What follows belongs to an exercise in optimizing a design on an open flow for small area, a short achievable clock period and few clock cycles; a production flow would make more cautious choices. Function not checked in this run: the RTL went through the layout flow alone. Power figures rest on the tool's default switching activity, not on a simulated workload.

## design/flow/design.v

```verilog
`timescale 1ns / 1ps
module RegisterFile(reset, clk, we, wa, wd, nra1, nra2, rd1, rd2);
    input reset;
    input clk;
    input we;
    input [4:0] wa;
    input [31:0] wd;
    input [4:0] nra1;        
    input [4:0] nra2;
    output [31:0] rd1;
    output [31:0] rd2;
    reg [31:0] data [1:31];
    reg [31:1] valid;
    integer i;
    always @(posedge clk) begin
        for (i = 1; i < 32; i = i + 1)
            if (we && wa == i) data[i] <= wd;
    end
    always @(posedge clk or posedge reset) begin
        if (reset)
            valid <= 31'b0;
        else
            for (i = 1; i < 32; i = i + 1)
                if (we && wa == i) valid[i] <= 1'b1;
    end
    reg [31:1] s1, s2;
    always @(posedge clk) begin
        for (i = 1; i < 32; i = i + 1) begin
            s1[i] <= (nra1 == i) & (valid[i] | (we && wa == i));
            s2[i] <= (nra2 == i) & (valid[i] | (we && wa == i));
        end
    end
    genvar b, g;
    generate
        for (b = 0; b < 32; b = b + 1) begin : BIT
            wire [9:0] n1, n2;
            for (g = 0; g < 10; g = g + 1) begin : GRP
                wire [2:0] d = {data[3*g+3][b], data[3*g+2][b], data[3*g+1][b]};
                RdSel3 u1(.s(s1[3*g+3:3*g+1]), .d(d), .yn(n1[g]));
                RdSel3 u2(.s(s2[3*g+3:3*g+1]), .d(d), .yn(n2[g]));
            end
            assign rd1[b] = ~&n1 | (s1[31] & data[31][b]);
            assign rd2[b] = ~&n2 | (s2[31] & data[31][b]);
        end
    endgenerate
endmodule
module RdSel3(s, d, yn);
    input [2:0] s;
    input [2:0] d;
    output yn;
    assign yn = ~|(s & d);
endmodule
`timescale 1ns / 1ps
module ALU(a, b, sub, sltu, sel_logic, lop, shamt, sfn, oth, lt, sum);
    input [31:0] a;
    input [31:0] b;
    input sub;
    input sltu;
    input sel_logic;
    input [1:0] lop;         
    input [4:0] shamt;
    input [1:0] sfn;         
    output [31:0] oth;       
    output lt;               
    output [31:0] sum;
    wire [31:0] andn, orn, x;
    wire c32;
    KSAdder ADD(.a(a), .b(b), .cin(sub), .sum(sum), .cout(c32),
                .andn(andn), .orn(orn), .x(x));
    assign lt = sltu ? ~c32 : ((a[31] == b[31]) ? a[31] : sum[31]);
    reg [31:0] lg;
    always @(*) begin
        case (lop)
            2'b00: lg = ~andn;
            2'b01: lg = ~orn;
            2'b10: lg = x;
            default: lg = orn;
        endcase
    end
    wire [31:0] shl = b << shamt;
    wire [63:0] ext = {{32{sfn[0] & b[31]}}, b};
    wire [63:0] shr = ext >> shamt;
    wire sel_shl = ~sel_logic & ~sfn[1];
    wire sel_shr = ~sel_logic & sfn[1];
    assign oth = ({32{sel_logic}} & lg) | ({32{sel_shl}} & shl) | ({32{sel_shr}} & shr[31:0]);
endmodule
module KSAdder(a, b, cin, sum, cout, andn, orn, x);
    input [31:0] a;
    input [31:0] b;
    input cin;
    output [31:0] sum;
    output cout;
    output [31:0] andn;       
    output [31:0] orn;        
    output [31:0] x;          
    wire [32:0] g [0:5];
    wire [32:0] p [0:5];
    assign g[0][0] = ~cin;
    assign p[0][0] = 1'b1;
    genvar i, k;
    generate
        for (i = 0; i < 32; i = i + 1) begin : PG
            PgN u(.a(a[i]), .b(b[i]), .gn(g[0][i+1]), .pn(p[0][i+1]));
            Xor2 t(.a(a[i]), .b(b[i]), .y(x[i]));
        end
        assign andn = g[0][32:1];
        assign orn  = p[0][32:1];
        for (k = 1; k <= 5; k = k + 1) begin : LV
            for (i = 0; i <= 32; i = i + 1) begin : N
                if (i < (1 << (k - 1))) begin : PASS
                    Inv1 u(.x(g[k-1][i]), .y(g[k][i]));
                    assign p[k][i] = 1'b0;
                end else if (i < (1 << k)) begin : GO
                    if (k % 2 == 1)
                        GN2P u(.gh(g[k-1][i]), .ph(p[k-1][i]), .gl(g[k-1][i-(1<<(k-1))]), .g(g[k][i]));
                    else
                        GP2N u(.gh(g[k-1][i]), .ph(p[k-1][i]), .gl(g[k-1][i-(1<<(k-1))]), .gn(g[k][i]));
                    assign p[k][i] = 1'b0;
                end else begin : GP
                    if (k % 2 == 1)
                        CN2P u(.gh(g[k-1][i]), .ph(p[k-1][i]), .gl(g[k-1][i-(1<<(k-1))]),
                               .pl(p[k-1][i-(1<<(k-1))]), .g(g[k][i]), .p(p[k][i]));
                    else
                        CP2N u(.gh(g[k-1][i]), .ph(p[k-1][i]), .gl(g[k-1][i-(1<<(k-1))]),
                               .pl(p[k-1][i-(1<<(k-1))]), .gn(g[k][i]), .pn(p[k][i]));
                end
            end
        end
        for (i = 0; i < 32; i = i + 1) begin : S
            Xor2 u(.a(x[i]), .b(g[5][i]), .y(sum[i]));
        end
    endgenerate
    assign cout = g[5][32] | (p[5][32] & g[5][0]);
endmodule
module PgN(a, b, gn, pn);
    input a, b;
    output gn, pn;
    assign gn = ~(a & b);
    assign pn = ~(a | b);
endmodule
module CN2P(gh, ph, gl, pl, g, p);
    input gh, ph, gl, pl;
    output g, p;
    assign g = ~(gh & (ph | gl));
    assign p = ~(ph | pl);
endmodule
module GN2P(gh, ph, gl, g);
    input gh, ph, gl;
    output g;
    assign g = ~(gh & (ph | gl));
endmodule
module CP2N(gh, ph, gl, pl, gn, pn);
    input gh, ph, gl, pl;
    output gn, pn;
    assign gn = ~(gh | (ph & gl));
    assign pn = ~(ph & pl);
endmodule
module GP2N(gh, ph, gl, gn);
    input gh, ph, gl;
    output gn;
    assign gn = ~(gh | (ph & gl));
endmodule
module Inv1(x, y);
    input x;
    output y;
    assign y = ~x;
endmodule
module Xor2(a, b, y);
    input a, b;
    output y;
    assign y = a ^ b;
endmodule
`timescale 1ns / 1ps
module MultiCycleCPU (reset, clk, mem_addr, mem_wdata, mem_we, mem_rdata);
    input reset;
    input clk;
    output [31:0] mem_addr;
    output [31:0] mem_wdata;
    output mem_we;
    input [31:0] mem_rdata;
    reg  [29:0] fpc;          
    reg  [31:0] ir;           
    reg         dv;           
    reg  [29:0] dpc4;         
    reg  [31:0] ir2;          
    reg         dv2;
    reg         d_jpend;      
    reg         ev;           
    reg  [31:0] e_a, e_b;     
    reg  [31:0] e_sd;         
    reg  [29:0] e_bt;         
    reg  [4:0]  e_wa;         
    reg         e_lw, e_sw, e_beq;
    reg         e_sub, e_sltu, e_logic;
    reg  [1:0]  e_lop, e_sfn;
    reg  [4:0]  e_sh;
    reg         ld_cyc;       
    reg         st_cyc;       
    reg  [31:0] addr_q;       
    reg  [4:0]  ldrt_q;       
    reg         w_v;          
    reg  [4:0]  w_wa;         
    reg  [31:0] w_y;
    wire        m_cyc = ld_cyc | st_cyc;
    wire [5:0] op = ir[31:26];
    wire [4:0] rs = ir[25:21];
    wire [4:0] rt = ir[20:16];
    wire [4:0] rd = ir[15:11];
    wire [5:0] fn = ir[5:0];
    wire d_rtype = ~op[5] & ~op[3] & ~op[2] & ~op[1];       
    wire d_jump  = ~op[5] & ~op[3] & op[1];                 
    wire d_jal   = d_jump & op[0];                          
    wire d_beq   = ~op[5] & ~op[3] & op[2];                 
    wire d_itype = ~op[5] & op[3];                          
    wire d_lw    = op[5] & ~op[3];                          
    wire d_sw    = op[5] & op[3];                           
    wire d_jr    = d_rtype & ~fn[5] & fn[3];                
    wire d_fe    = rs == rt;                                
    wire r_alu   = d_rtype & fn[5];
    wire i_lui   = d_itype & op[2] & op[1];
    wire i_andi  = d_itype & op[2] & ~op[1];
    wire i_slt   = d_itype & ~op[2] & op[1];
    wire [4:0] d_wa = d_rtype ? rd : d_jal ? 5'd31 : (d_itype | d_lw) ? rt : 5'd0;
    wire [31:0] ra, rb;
    wire [31:0] e_sum, e_oth;
    wire        e_lt;
    reg         e_is_sum, e_is_slt;
    wire        e_is_oth = ~e_is_sum & ~e_is_slt;
    wire        rf_we = w_v;
    wire [4:0]  rf_wa = w_wa;
    wire [31:0] rf_wd = w_y;
    wire [31:0] w_n;
    always @(posedge clk or posedge reset) begin
        if (reset)
            w_v <= 1'b0;
        else
            w_v <= ld_cyc | (ev & ~e_lw);
    end
    always @(posedge clk) begin
        w_wa <= ld_cyc ? ldrt_q : e_wa;
        w_y  <= w_n;
    end
    Pick3 #(31) WDH(.d0(e_sum[31:1]), .d1(e_oth[31:1]), .d2(mem_rdata[31:1]),
                    .s0(~ld_cyc & e_is_sum), .s1(~ld_cyc & e_is_oth), .s2(ld_cyc),
                    .y(w_n[31:1]));
    Pick4 #(1) WDL(.d0(e_sum[0]), .d1(e_oth[0]), .d2(mem_rdata[0]), .d3(e_lt),
                   .s0(~ld_cyc & e_is_sum), .s1(~ld_cyc & e_is_oth), .s2(ld_cyc),
                   .s3(~ld_cyc & e_is_slt), .y(w_n[0]));
    wire e_taken    = ev & e_beq & (e_a == e_b);              
    wire e_mem      = ev & (e_lw | e_sw);                     
    wire fe_a, fm_a;
    wire jr_wait    = d_jr & fe_a;
    wire d_adv      = dv & ~e_taken & ~e_mem & ~jr_wait;
    wire d_redirect = d_adv & (d_jr | (d_beq & d_fe) | (d_jump & d_jpend));
    wire fetch_ok   = ~m_cyc & ~e_taken & ~d_redirect & ~(dv & jr_wait);
    wire f_jump     = mem_rdata[31:27] == 5'b00001;           
    wire [31:0] nir = (d_adv | ~dv) ? (dv2 ? ir2 : mem_rdata) : ir;
    RegisterFile RF1(.reset(reset), .clk(clk), .we(rf_we), .wa(rf_wa), .wd(rf_wd),
                     .nra1(nir[25:21]), .nra2(nir[20:16]), .rd1(ra), .rd2(rb));
    assign fe_a = ev & ~e_lw & (e_wa == rs) & (rs != 5'd0);
    wire   fe_b = ev & ~e_lw & (e_wa == rt) & (rt != 5'd0);
    assign fm_a = ld_cyc & (ldrt_q == rs) & (rs != 5'd0);
    wire fm_b = ld_cyc & (ldrt_q == rt) & (rt != 5'd0);
    wire fw_a = w_v & (w_wa == rs) & (rs != 5'd0);
    wire fw_b = w_v & (w_wa == rt) & (rt != 5'd0);
    wire [31:0] ra_w = fw_a ? w_y : ra;
    wire [31:0] rb_w = fw_b ? w_y : rb;
    wire [31:0] e_y = e_is_sum ? e_sum : e_is_slt ? {31'h0, e_lt} : e_oth;
    wire [31:0] b_fwd = fe_b ? e_y : fm_b ? mem_rdata : rb_w;
    wire        d_sub = (r_alu & fn[1] & ~fn[2]) | (r_alu & fn[3]) | i_slt;
    wire [31:0] simm = {{16{ir[15]}}, ir[15:0]};
    wire [31:0] imm  = i_lui ? {ir[15:0], 16'h0000} : i_andi ? {16'h0000, ir[15:0]} : simm;
    wire [29:0] d_bt = dpc4 + simm[29:0];
    wire        a_zero = d_jal | d_jr;            
    wire        use_rb = (d_rtype & ~d_jr) | d_beq;
    wire [31:0] kb     = a_zero ? {dpc4, 2'b00} : imm;
    wire [31:0] e_a_n, e_b_n;
    wire sa_sum = ~a_zero & fe_a & e_is_sum;
    wire sa_oth = ~a_zero & fe_a & e_is_oth;
    wire sa_lt  = ~a_zero & fe_a & e_is_slt;
    wire sa_mem = ~a_zero & ~fe_a & fm_a;
    wire sa_rf  = ~a_zero & ~fe_a & ~fm_a;
    Pick4 #(31) OPAH(.d0(e_sum[31:1]), .d1(e_oth[31:1]), .d2(mem_rdata[31:1]), .d3(ra_w[31:1]),
                     .s0(sa_sum), .s1(sa_oth), .s2(sa_mem), .s3(sa_rf), .y(e_a_n[31:1]));
    Pick5 #(1) OPAL(.d0(e_sum[0]), .d1(e_oth[0]), .d2(mem_rdata[0]), .d3(ra_w[0]), .d4(e_lt),
                    .s0(sa_sum), .s1(sa_oth), .s2(sa_mem), .s3(sa_rf), .s4(sa_lt), .y(e_a_n[0]));
    wire sb_sum = use_rb & fe_b & e_is_sum;
    wire sb_oth = use_rb & fe_b & e_is_oth;
    wire sb_lt  = use_rb & fe_b & e_is_slt;
    wire sb_mem = use_rb & ~fe_b & fm_b;
    wire sb_rf  = use_rb & ~fe_b & ~fm_b;
    Pick5x #(31) OPBH(.d0(e_sum[31:1]), .d1(e_oth[31:1]), .d2(mem_rdata[31:1]), .d3(rb_w[31:1]),
                      .d4(kb[31:1]), .s0(sb_sum), .s1(sb_oth), .s2(sb_mem), .s3(sb_rf),
                      .s4(~use_rb), .inv(d_sub), .y(e_b_n[31:1]));
    Pick6x #(1) OPBL(.d0(e_sum[0]), .d1(e_oth[0]), .d2(mem_rdata[0]), .d3(rb_w[0]),
                     .d4(kb[0]), .d5(e_lt), .s0(sb_sum), .s1(sb_oth), .s2(sb_mem), .s3(sb_rf),
                     .s4(~use_rb), .s5(sb_lt), .inv(d_sub), .y(e_b_n[0]));
    wire [29:0] fpc1 = fpc + 30'h1;
    wire [31:0] jr_t = fm_a ? mem_rdata : ra_w;
    wire        f_jmp_now = fetch_ok & f_jump & (d_adv | ~dv);
    wire [29:0] f_jt = {fpc[29:26], mem_rdata[25:0]};
    reg  [29:0] fpc_b;
    always @(*) begin
        if (e_taken)
            fpc_b = e_bt;
        else if (d_redirect)
            fpc_b = d_jr ? jr_t[31:2] : d_jump ? {dpc4[29:26], ir[25:0]} : d_bt;
        else if (fetch_ok)
            fpc_b = fpc1;
        else
            fpc_b = fpc;
    end
    wire [29:0] fpc_n = f_jmp_now ? f_jt : fpc_b;
    always @(posedge clk or posedge reset) begin
        if (reset) begin
            fpc    <= 30'h0;
            addr_q <= 32'h0;
        end else begin
            fpc    <= fpc_n;
            addr_q <= (f_jmp_now & ~e_mem) ? {f_jt, 2'b00} :
                      e_mem ? e_sum : {fpc_b, 2'b00};
        end
    end
    always @(posedge clk or posedge reset) begin
        if (reset) begin
            dv  <= 1'b0;
            dv2 <= 1'b0;
        end else if (e_taken | d_redirect) begin
            dv  <= 1'b0;
            dv2 <= 1'b0;
        end else if (d_adv) begin
            dv  <= dv2 | fetch_ok;
            dv2 <= 1'b0;
        end else if (dv) begin
            dv2 <= dv2 | fetch_ok;
        end else begin
            dv  <= fetch_ok;
        end
    end
    always @(posedge clk) begin
        if (d_adv | ~dv) begin
            ir      <= dv2 ? ir2 : mem_rdata;
            dpc4    <= dv2 ? fpc : fpc1;
            d_jpend <= dv2;
        end
        if (~dv2)
            ir2 <= mem_rdata;
    end
    always @(posedge clk or posedge reset) begin
        if (reset)
            ev <= 1'b0;
        else
            ev <= d_adv;
    end
    always @(posedge clk) begin
        if (d_adv)
            e_sd <= b_fwd;
    end
    always @(posedge clk) begin
        e_a     <= e_a_n;
        e_b     <= e_b_n;
        e_bt    <= d_bt;
        e_wa    <= d_wa;
        e_lw    <= d_lw;
        e_sw    <= d_sw;
        e_beq   <= d_beq & ~d_fe;
        e_sub   <= d_sub;
        e_is_sum <= ~((r_alu & fn[3]) | i_slt | (r_alu & fn[2] & ~fn[3]) | i_andi |
                      (d_rtype & ~fn[5] & ~fn[3]));
        e_is_slt <= (r_alu & fn[3]) | i_slt;
        e_sltu  <= d_rtype ? fn[0] : op[0];
        e_logic <= (r_alu & fn[2] & ~fn[3]) | i_andi;
        e_lop   <= d_rtype ? fn[1:0] : 2'b00;
        e_sfn   <= fn[1:0];
        e_sh    <= ir[10:6];
    end
    ALU ALU1(.a(e_a), .b(e_b), .sub(e_sub), .sltu(e_sltu),
             .sel_logic(e_logic), .lop(e_lop), .shamt(e_sh), .sfn(e_sfn),
             .oth(e_oth), .lt(e_lt), .sum(e_sum));
    always @(posedge clk or posedge reset) begin
        if (reset) begin
            ld_cyc <= 1'b0;
            st_cyc <= 1'b0;
        end else begin
            ld_cyc <= ev & e_lw;
            st_cyc <= ev & e_sw;
        end
    end
    always @(posedge clk) begin
        ldrt_q <= e_wa;
    end
    assign mem_addr  = addr_q;
    assign mem_wdata = e_sd;
    assign mem_we    = st_cyc;
endmodule
module Pick3(d0, d1, d2, s0, s1, s2, y);
    parameter W = 32;
    input [W-1:0] d0, d1, d2;
    input s0, s1, s2;
    output [W-1:0] y;
    assign y = ({W{s0}} & d0) | ({W{s1}} & d1) | ({W{s2}} & d2);
endmodule
module Pick4(d0, d1, d2, d3, s0, s1, s2, s3, y);
    parameter W = 32;
    input [W-1:0] d0, d1, d2, d3;
    input s0, s1, s2, s3;
    output [W-1:0] y;
    assign y = ({W{s0}} & d0) | ({W{s1}} & d1) | ({W{s2}} & d2) | ({W{s3}} & d3);
endmodule
module Pick5(d0, d1, d2, d3, d4, s0, s1, s2, s3, s4, y);
    parameter W = 32;
    input [W-1:0] d0, d1, d2, d3, d4;
    input s0, s1, s2, s3, s4;
    output [W-1:0] y;
    assign y = ({W{s0}} & d0) | ({W{s1}} & d1) | ({W{s2}} & d2) | ({W{s3}} & d3) |
               ({W{s4}} & d4);
endmodule
module Pick5x(d0, d1, d2, d3, d4, s0, s1, s2, s3, s4, inv, y);
    parameter W = 32;
    input [W-1:0] d0, d1, d2, d3, d4;
    input s0, s1, s2, s3, s4, inv;
    output [W-1:0] y;
    assign y = (({W{s0}} & d0) | ({W{s1}} & d1) | ({W{s2}} & d2) | ({W{s3}} & d3) |
                ({W{s4}} & d4)) ^ {W{inv}};
endmodule
module Pick6x(d0, d1, d2, d3, d4, d5, s0, s1, s2, s3, s4, s5, inv, y);
    parameter W = 32;
    input [W-1:0] d0, d1, d2, d3, d4, d5;
    input s0, s1, s2, s3, s4, s5, inv;
    output [W-1:0] y;
    assign y = (({W{s0}} & d0) | ({W{s1}} & d1) | ({W{s2}} & d2) | ({W{s3}} & d3) |
                ({W{s4}} & d4) | ({W{s5}} & d5)) ^ {W{inv}};
endmodule
```

## design/flow/flow/run.sh

```bash
#!/bin/bash
# Standard synthesis, then the standard layout steps with a larger setup
# margin for the timing repair, sizing not limited to the cell footprint,
# and buf_4 port buffers. The constraints are unchanged.
set -euo pipefail
bash standard.sh synth > synth.log 2>&1
bash standard.sh SETUP_SLACK_MARGIN=7 "MATCH_CELL_FOOTPRINT=" \
    "BUFFER_PORTS_ARGS=-buffer_cell sky130_fd_sc_hd__buf_4" finish > layout.log 2>&1
```

## design/flow/standard.sh

```bash
#!/bin/bash
# synth_recipe.tcl (not shown) runs the flow's synth.tcl, then flattens the netlist and writes it again
# the make line also repeats each setting of config.mk as NAME=value (left out here)
make -C /OpenROAD-flow-scripts/flow DESIGN_CONFIG=/design/flow/config.mk WORK_HOME=/design/flow/orfs CLKGATE_MAP_FILE= SYNTH_SCRIPT=/design/flow/synth_recipe.tcl "${@:-finish}"
```

## design/flow/config.mk

```make
export PLATFORM = sky130hd
export DESIGN_NAME = MultiCycleCPU
export DESIGN_NICKNAME = MultiCycleCPU
export VERILOG_FILES = /design/flow/design.v
export SDC_FILE = /design/flow/constraint.sdc
export NUM_CORES = 8
export LEC_CHECK = 0
export CAP_MARGIN = 20
export CORE_MARGIN = 2
export CORE_UTILIZATION = 40
export SETUP_SLACK_MARGIN = 5
export SLEW_MARGIN = 20
export SYNTH_HIERARCHICAL = 1
export SYNTH_MINIMUM_KEEP_SIZE = 0
export TNS_END_PERCENT = 5
```

## design/flow/constraint.sdc

```tcl
create_clock -name core_clock -period 9.5 [get_ports {clk}]
set_input_delay 1.9000 -clock core_clock [delete_from_list [all_inputs] [get_ports {clk}]]
set_output_delay 1.9000 -clock core_clock [all_outputs]
set_load 0.01 [all_outputs]
```

==> notes.md <==
-- routing by layer --
metal	vias up	wire length, microns	GRT usage, %
li1	23450	-	-
met4	16	25990	22.36
met5	-	103	0
met1	28990	111000	43.44
met3	1041	44780	10.54
met2	4914	134300	50.54
-- modules after synthesis, one instance, submodules excluded, excerpt --
module	copies in the design	cell area (sq um)	cells
RegisterFile	1	34810	1573
KSAdder	1	251.5	34
CP2N	46	12.51	2
RdSel3	640	10.01	1
Xor2	64	8.758	1
GP2N	10	8.758	1
PgN	32	7.507	2
Inv1	31	3.754	1
-- cell usage after synthesis, types with 19 or more instances --
library cell,instances
xnor2_1,136
mux2_2,137
ha_1,34
a22oi_1,116
and3_1,23
buf_4,44
nand2b_1,31
and2_1,28
o21ai_0,157
a21oi_2,65
a21o_1,23
o21ai_2,57
nor2_1,294
a31oi_1,20
clkbuf_1,134
dfrtp_1,99
buf_2,62
nand4_1,154
o21ai_1,36
a22o_1,35
nor2b_1,19
mux4_2,42
inv_1,154
mux2i_1,124
nand3_1,64
a211oi_1,28
edfxtp_1,1076
nor4_1,24
a21oi_1,136
dfxtp_1,261
xor2_1,135
o211ai_1,26
nand2_1,497
nor3_1,111
a222oi_1,706
a2111o_1,66
-- layout by cell type (no fill, tap or decap), drive strengths merged, types with 66 or more instances in the layout --
master,instances
edfxtp,1076
a222oi,706
nand2,497
buf,468
nor2,297
dfxtp,261
o21ai,250
clkbuf,222
a21oi,201
inv,160
nand4,154
mux2,151
xnor2,136
xor2,135
mux2i,124
a22oi,117
nor3,113
dfrtp,99
a2111o,66
-- stage by stage --
stage	cells	util (%)	hold slack [ns]	instance area, sq um	worst slack [ns]
5_1_grt	8191	48.29	0.3926	82660	5.972
4_1_cts	8080	46.91	0.3885	80280	6.039
3_5_place_dp	7705	42.57	0.3793	72860	4.512
2_1_floorplan	5445	-	0.3632	68850	5.920
3_3_place_gp	7704	42.55	0.3852	72830	4.644
6_report	8204	48.31	0.3891	82690	5.845
-- layout make-up --
type / instances / area (sq um) / share of cell area, %
antenna: 19 / 47.55 / 0.05750
timing repair inverter: 2 / 15.01 / 0.01816
inverter: 156 / 604.3 / 0.7308
tap: 2233 / 2794 / 3.379
clock buffer: 203 / 4298 / 5.198
timing repair buffer: 488 / 4865 / 5.883
sequential: 1436 / 40270 / 48.70
clock inverter: 85 / 822.0 / 0.9941
multi-input combinational: 3582 / 28970 / 35.04
-- flip-flops by register name, summed over array words and instances, names as in the netlist, 2 cells and up --
name       count
e_lop          2
ir2           31
e_b           32
RF1.s1        31
fpc           30
w_wa           5
RF1.data     992
e_bt          30
RF1.s2        31
ldrt_q         5
addr_q        32
RF1.valid     31
dpc4          30
e_a           32
e_sd          32
w_y           32
e_sh           5
e_sfn          2
e_wa           5
ir            31
-- worst min path at each step --
stage | from | end | slack [ns] | cells after the start
after global placement | e_wa[2]$_DFF_P_ | ldrt_q[2]$_DFF_P_ | 0.39 | 0
after detailed placement | e_wa[2]$_DFF_P_ | ldrt_q[2]$_DFF_P_ | 0.38 | 0
after floorplan | e_wa[2]$_DFF_P_ | ldrt_q[2]$_DFF_P_ | 0.36 | 0
after global routing | e_wa[2]$_DFF_P_ | ldrt_q[2]$_DFF_P_ | 0.39 | 0
final | e_wa[2]$_DFF_P_ | ldrt_q[2]$_DFF_P_ | 0.39 | 0
after CTS | e_wa[2]$_DFF_P_ | ldrt_q[2]$_DFF_P_ | 0.39 | 0
-- repair_timing --
| action | 4_1_cts | 5_1_grt |
|---|---|---|
| gates resized for setup | 422 | 292 |
| endpoints found under the setup margin | 1334 | 1023 |
| pin swaps | 77 | 176 |
| gates cloned | 10 | 20 |
| buffers inserted | 77 | 84 |
-- where the power goes --
group | internal, W | total, W | switching (W)
Sequential | 0.00880 | 0.0102 | 0.00138
Combinational | 0.00637 | 0.0194 | 0.0130
Clock | 0.00344 | 0.00612 | 0.00268
-- cells by family after synthesis --
group | after synthesis | synth area share, %
AO/OA/AOI/OAI | 1623 | 19.97
XOR/XNOR | 271 | 3.454
adder cells (fa/ha/maj) | 36 | 0.6627
buffers and inverters | 431 | 2.893
flip-flops | 1436 | 58.22
multiplexers | 316 | 5.662
AND/OR/NAND/NOR | 1332 | 9.136
-- worst reg2reg max path, delay by kind of cell, from the launching register on --
family | cells | cell delay, ns
and+or+nand+nor | 2 | 0.62
buffers and inverters | 1 | 0.31
xor gates and xnor gates | 1 | 0.32
DFF | 1 | 0.30
muxes | 1 | 0.35
AOI/OAI and AO/OA | 3 | 1.64
==> Implementation_results.wiki <==
{| class="wikitable"
! Metric !! Value
|-
| CTS buffer count || 158
|-
| DRC marker count from the first detailed-route iteration || roughly 13000
|-
| Number of antenna violations at the first check in global routing || 28
|-
| Placed wire-length estimate after detailed placement || just under 200000 microns
|-
| Via count of the first global-routing pass || 53930
|-
| Sequential-to-total area share from yosys stat || between 50% and 60%
|-
| Final Net Count || ~5900
|-
| Wire length per cell || 38.54 microns
|-
| Worst path slowest cell || a222oi_1
|-
| Category of the most critical setup path || flop to flop
|-
| ANT nets after route || 0
|-
| Number of synthesized flops with an enable pin || 1076
|-
| Remaining Overflow, GRT || 0
|-
| Crit path required time || 10.20 ns
|-
| Port Buffers || 98
|-
| TritonCTS clock tree || yes
|-
| Max-slew violation count || 0
|-
| H-tree depth reported by CTS || 4
|-
| Crit path launch || RF1.s2[8]$_DFF_P_
|-
| Peak fanout along the critical path || 32
|-
| Number of different library cells in the post-synthesis netlist || 100
|-
| Biggest area consumer among synthesized cells || edfxtp_1
|-
| Internal reg-to-reg setup slack || between 5 and 6 ns
|-
| Final-report hold violation count || 0
|-
| Avg Vias per Cell || 7.120
|-
| WP buf/inv || 1
|-
| Post-route total power || approximately 0.036 W
|-
| Last weighted congestion value of the routability-driven placer || 1.044
|-
| Setup crit end || e_b[23]$_DFF_P_
|-
| Element type at the critical path start || flop
|-
| Layout fillers || 15010
|-
| Number of iterations in the first detailed-routing pass || 11
|-
| Insertion delay of the later-clocked pin in the worst-skew pair || 0.84 ns
|-
| Pin count of the biggest net entering global routing || 65
|-
| Top cell type's share of synthesized area || approximately 47%
|-
| Die Span Y || 418.5 microns
|-
| Maximum cell stage delay along the critical path || between 0.6 and 0.7 ns
|-
| Crit path cell chain || buf_4 > a222oi_1 > nand4_1 > a2111o_1 > mux2_4 > a222oi_1 > nand2_1 > xor2_2
|-
| Max_cap viols || 0
|-
| Worst hold path type || flop to flop
|-
| Boundary pin count || 99
|-
| Syn-to-layout area delta || 20.32%
|-
| Seq cells post-synth || 1436
|-
| Die Outline Area || 0.1751 sq mm
|-
| Proportion of synthesized flip-flops having asynchronous set or reset || 6.894%
|-
| Family with the most delay on the worst path || compound AO/OA/AOI/OAI gates
|-
| Placeable core area || 0.1712 sq mm
|-
| Worst Max-Slew Pin Slew || 1.178 ns
|-
| Arrival time worst endpoint || 4.35 ns
|-
| Final period utilization || 38.47%
|-
| Clock input transition at the sequential cells of the worst setup and hold paths || about 0.06 ns
|-
| Cell at the root of the clock tree || clkbuf_16
|-
| Residual DRC || 0
|-
| Total number of vias || 58410
|-
| Final setup skew || 0.06061 ns
|-
| Leading register cell type out of synthesis || edfxtp_1
|-
| Synthesis Warnings || 11
|-
| Starting Density || 40.15%
|-
| Setup repair after global routing missed its margin || true
|-
| Longest Clk Path Bufs || 3
|-
| Width of the chip || between 400 and 500 microns
|-
| Syn Nets || approximately 5500
|-
| # clock sinks || approximately 1400
|-
| Row count || 152
|-
| Worst voltage drop across the vdd grid || between 0.2 and 0.25 mV
|-
| Post-CTS Hold Fix Bufs || 0
|-
| Biggest area contributors in the synthesized netlist || edfxtp_1 47%, a222oi_1 10%, dfxtp_1 7.6%, dfrtp_1 3.6%, nand2_1 2.7%
|-
| Post-Syn Area per Cell || 12.62 sq um
|-
| Layout cell share with drive strength beyond 1 || 25.15%
|-
| Launch point of the worst reg-to-reg path || RF1.s2[8]$_DFF_P_
|-
| Crit. path cell count || 8
|-
| Reg2reg path depth || 8
|-
| Status || complete, no violations
|-
| Power density over the cells || 431.9 mW/mm^2
|-
| Leakage power || 29.27 nW
|-
| Routed WL || between 300000 and 400000 microns
|-
| Wire length of the first global-routing pass || between 400000 and 500000 microns
|-
| Critical path endpoint category || flop
|-
| Final setup vio count || 0
|-
| Global router's overall resource usage || 34.26%
|-
| Slew HR || 21.22%
|-
| Max Freq || 273.6 MHz
|-
| Post-synthesis cell count || 5445
|-
| Min Tclk post-route || 3.655 ns
|-
| Final sum of negative setup slack || 0 ns
|-
| Endpoint of the worst register-to-register path || e_b[23]$_DFF_P_
|-
| Summed instance area of the synthesized netlist || 0.06872 sq mm
|-
| Crit-path most repeated cell || a222oi_1
|}

[what the ideal ports hide]
The flow's constraints put no driver on any port. The routed layout listed below was extracted and timed again, unchanged, in two steps.
Step 1 (the two cells are an assumption about what drives the block):
set clk [get_ports {clk}]
set_driving_cell -lib_cell sky130_fd_sc_hd__clkbuf_16 $clk
set_driving_cell -lib_cell sky130_fd_sc_hd__buf_2 [delete_from_list [all_inputs] $clk]
Step 2 moves the port delays by t, midway between the first and last clock arrival at a register: inputs arrive t later, outputs are due t later. That takes back most of the time a late clock gives input paths.
a / b / c = ideal / step 1 / step 2; a / b = the first two.
shift t [ns]: 0.888
setup slack, ns: 5.845 / 5.845 / 5.428
clock arrival spread, ns: 0.060 / 0.060
After both steps this run still meets setup and hold. For this run, drivers alone change the setup slack by 0.000 ns; drivers and shift together by -0.417 ns.
